Source: an optimization exercise on an open RTL-to-GDS flow (aim: small area and few clock cycles). Production flows keep margins and buffers that such runs may drop.
Only simulation tests tie the RTL to the original design; equivalence was not proved.

run 2:
## krnl_vadd_rtl
module krnl_vadd_rtl #( 
  parameter integer  C_S_AXI_CONTROL_DATA_WIDTH = 32,
  parameter integer  C_S_AXI_CONTROL_ADDR_WIDTH = 6,
  parameter integer  C_M_AXI_GMEM_ID_WIDTH = 1,
  parameter integer  C_M_AXI_GMEM_ADDR_WIDTH = 64,
  parameter integer  C_M_AXI_GMEM_DATA_WIDTH = 32
)
(
  input  wire  ap_clk,
  input  wire  ap_rst_n,
  output wire                                 m_axi_gmem_AWVALID,
  input  wire                                 m_axi_gmem_AWREADY,
  output wire [C_M_AXI_GMEM_ADDR_WIDTH-1:0]   m_axi_gmem_AWADDR,
  output wire [C_M_AXI_GMEM_ID_WIDTH - 1:0]   m_axi_gmem_AWID,
  output wire [7:0]                           m_axi_gmem_AWLEN,
  output wire [2:0]                           m_axi_gmem_AWSIZE,
  output wire [1:0]                           m_axi_gmem_AWBURST,
  output wire [1:0]                           m_axi_gmem_AWLOCK,
  output wire [3:0]                           m_axi_gmem_AWCACHE,
  output wire [2:0]                           m_axi_gmem_AWPROT,
  output wire [3:0]                           m_axi_gmem_AWQOS,
  output wire [3:0]                           m_axi_gmem_AWREGION,
  output wire                                 m_axi_gmem_WVALID,
  ...
clock: 8.0 ns
lec_check: 0
cap_margin: 20
core_margin: 2
core_utilization: 60
cts_buf_list: sky130_fd_sc_hd__clkbuf_16
cts_cluster_diameter: 100
cts_cluster_size: 28
place_density: 0.75
slew_margin: 20
standard.sh (not shown) runs the stock make flow with config.mk's settings and CLKGATE_MAP_FILE= SYNTH_SCRIPT=/design/flow/synth_recipe.tcl, a recipe that flattens the netlist after the stock synthesis.
==> flow/flow/run.sh <==
#!/bin/bash
# Standard layout, with the smallest buffer on every input and output port
# instead of the default port buffer cell, and one tie cell per constant
# value instead of one per constant output.
set -euo pipefail
export BUFFER_PORTS_ARGS="-buffer_cell sky130_fd_sc_hd__buf_1"
export SKIP_REPAIR_TIE_FANOUT=1
bash standard.sh BUFFER_PORTS_ARGS="$BUFFER_PORTS_ARGS" SKIP_REPAIR_TIE_FANOUT=1 finish > standard_flow.log 2>&1
The flow did not stop early for run 2: all stages ran, and the layout cleared the timing, DRC and antenna checks.
Testbench counts of run 2, summed over its fixed seeds: cycles 57,712.
The inputs of run 4 differ from those of run 2 as listed below.
-- flow/design.v --
<<< run 2, line 428
  .a(ar_base[63:18]), .cin(ar_lo_c), .y(ar_hi)
);
assign m_axi_gmem_ARADDR  = {ar_hi, ar_lo, ar_base[2], 2'b00};
assign m_axi_gmem_ARLEN   = {7'd0, ~ar_last | lm1[0]};
assign arxfer = m_axi_gmem_ARVALID & m_axi_gmem_ARREADY;
>>> run 4, line 428
  .a(ar_base[63:18]), .cin(ar_lo_c), .y(ar_hi)
);
assign m_axi_gmem_ARADDR  = {ar_hi, ar_lo, ar_base[2:0]};
assign m_axi_gmem_ARLEN   = {7'd0, ~ar_last | lm1[0]};
assign arxfer = m_axi_gmem_ARVALID & m_axi_gmem_ARREADY;
<<< run 2, line 501
    w_cnt <= w_cnt_inc;
end
logic [7:0] b_cnt;
logic [7:0] b_cnt_inc;
logic       aw_sent;
logic       b_last;
logic [17:10] aw_mid;
logic         aw_mid_c;
logic [63:18] aw_hi;
krnl_vadd_rtl_incr #(.W(8)) inst_b_cnt_inc (.a(b_cnt), .y(b_cnt_inc));
krnl_vadd_rtl_adder #(.W(8)) inst_aw_mid_add (
  .a(c[17:10]), .b(b_cnt), .cin(1'b0), .s(aw_mid), .cout(aw_mid_c)
);
krnl_vadd_rtl_incr_blk #(.W(46), .B(16)) inst_aw_hi_inc (
  .a(c[63:18]), .cin(aw_mid_c), .y(aw_hi)
);
assign b_last = (b_cnt == lm1[15:8]);
assign m_axi_gmem_AWVALID = running & ~aw_sent;
assign m_axi_gmem_AWADDR  = {aw_hi, aw_mid, c[9:2], 2'b00};
assign m_axi_gmem_AWLEN   = b_last ? lm1[7:0] : 8'hff;
assign ap_done = running & m_axi_gmem_BVALID & b_last;
always @(posedge ap_clk) begin
  if (ap_start_pulse) begin
    b_cnt   <= 8'd0;
    aw_sent <= 1'b0;
  end
  else begin
    if (m_axi_gmem_AWVALID & m_axi_gmem_AWREADY)
      aw_sent <= 1'b1;
    else if (m_axi_gmem_BVALID & ~b_last)
      aw_sent <= 1'b0;
    if (m_axi_gmem_BVALID)
      b_cnt <= b_cnt_inc;
  end
end
endmodule
>>> run 4, line 501
    w_cnt <= w_cnt_inc;
end
logic [7:0] aw_idx;
logic [7:0] aw_idx_inc;
krnl_vadd_rtl_incr #(.W(8)) inst_aw_idx_inc (.a(aw_idx), .y(aw_idx_inc));
logic       aw_done;
logic       aw_last;
assign aw_last = (aw_idx == lm1[15:8]);
assign m_axi_gmem_AWVALID = running & ~aw_done;
logic [17:10] aw_mid;
logic         aw_mid_c;
logic [63:18] aw_hi;
krnl_vadd_rtl_adder #(.W(8)) inst_aw_mid_add (
  .a(c[17:10]), .b(aw_idx), .cin(1'b0), .s(aw_mid), .cout(aw_mid_c)
);
krnl_vadd_rtl_incr_blk #(.W(46), .B(8)) inst_aw_hi_inc (
  .a(c[63:18]), .cin(aw_mid_c), .y(aw_hi)
);
assign m_axi_gmem_AWADDR  = {aw_hi, aw_mid, c[9:0]};
assign m_axi_gmem_AWLEN   = aw_last ? lm1[7:0] : 8'hff;
always @(posedge ap_clk) begin
  if (ap_start_pulse) begin
    aw_idx  <= 8'd0;
    aw_done <= 1'b0;
  end
  else if (m_axi_gmem_AWVALID & m_axi_gmem_AWREADY) begin
    aw_idx  <= aw_idx_inc;
    aw_done <= aw_last;
  end
end
logic [7:0] b_cnt;
logic [7:0] b_cnt_inc;
krnl_vadd_rtl_incr #(.W(8)) inst_b_cnt_inc (.a(b_cnt), .y(b_cnt_inc));
assign ap_done = running & m_axi_gmem_BVALID & (b_cnt == lm1[15:8]);
always @(posedge ap_clk) begin
  if (ap_start_pulse)
    b_cnt <= 8'd0;
  else if (m_axi_gmem_BVALID)
    b_cnt <= b_cnt_inc;
end
endmodule
### Flow results
- On layout overhead on the synthesized area, run 2 and run 4 are basically level.
- Compared with run 2, run 4 shows synthesized cell count that has gone up by a few percent.
- Diff run 4..run 2 | effective utilization at floorplan | negligible
- Summary of run 4 over run 2: maximum level of the CTS H-tree was more or less identical; final HPWL from detailed placement saw an increase.
Testbench counts of run 4, summed over its fixed seeds: cycles 57,720.

==> port drivers added, routing unchanged <==
The flow's constraints put no driver on any port. The routed layouts listed below were extracted and timed again, unchanged, in two steps.
Step 1 sets driving cells, clkbuf_16 on the clock port and buf_2 on the other inputs (assumed; they add their load-dependent delay and slew).
Step 2 moves the port delays by t, midway between the first and last clock arrival at a register: inputs arrive t later, outputs are due t later. That takes back most of the time a late clock gives input paths.
a / b / c = ideal / step 1 / step 2; a / b = the first two.
run | shift t [ns] | setup slack, ns | slew at the worst register clock pin (ns)
run 2 | 0.571 | 0.375 / 0.322 / 0.893 | 0.12 / 0.12
run 4 | 0.577 | 0.338 / 0.281 / 0.858 | 0.11 / 0.11
After both steps setup and hold are still met in every run listed.
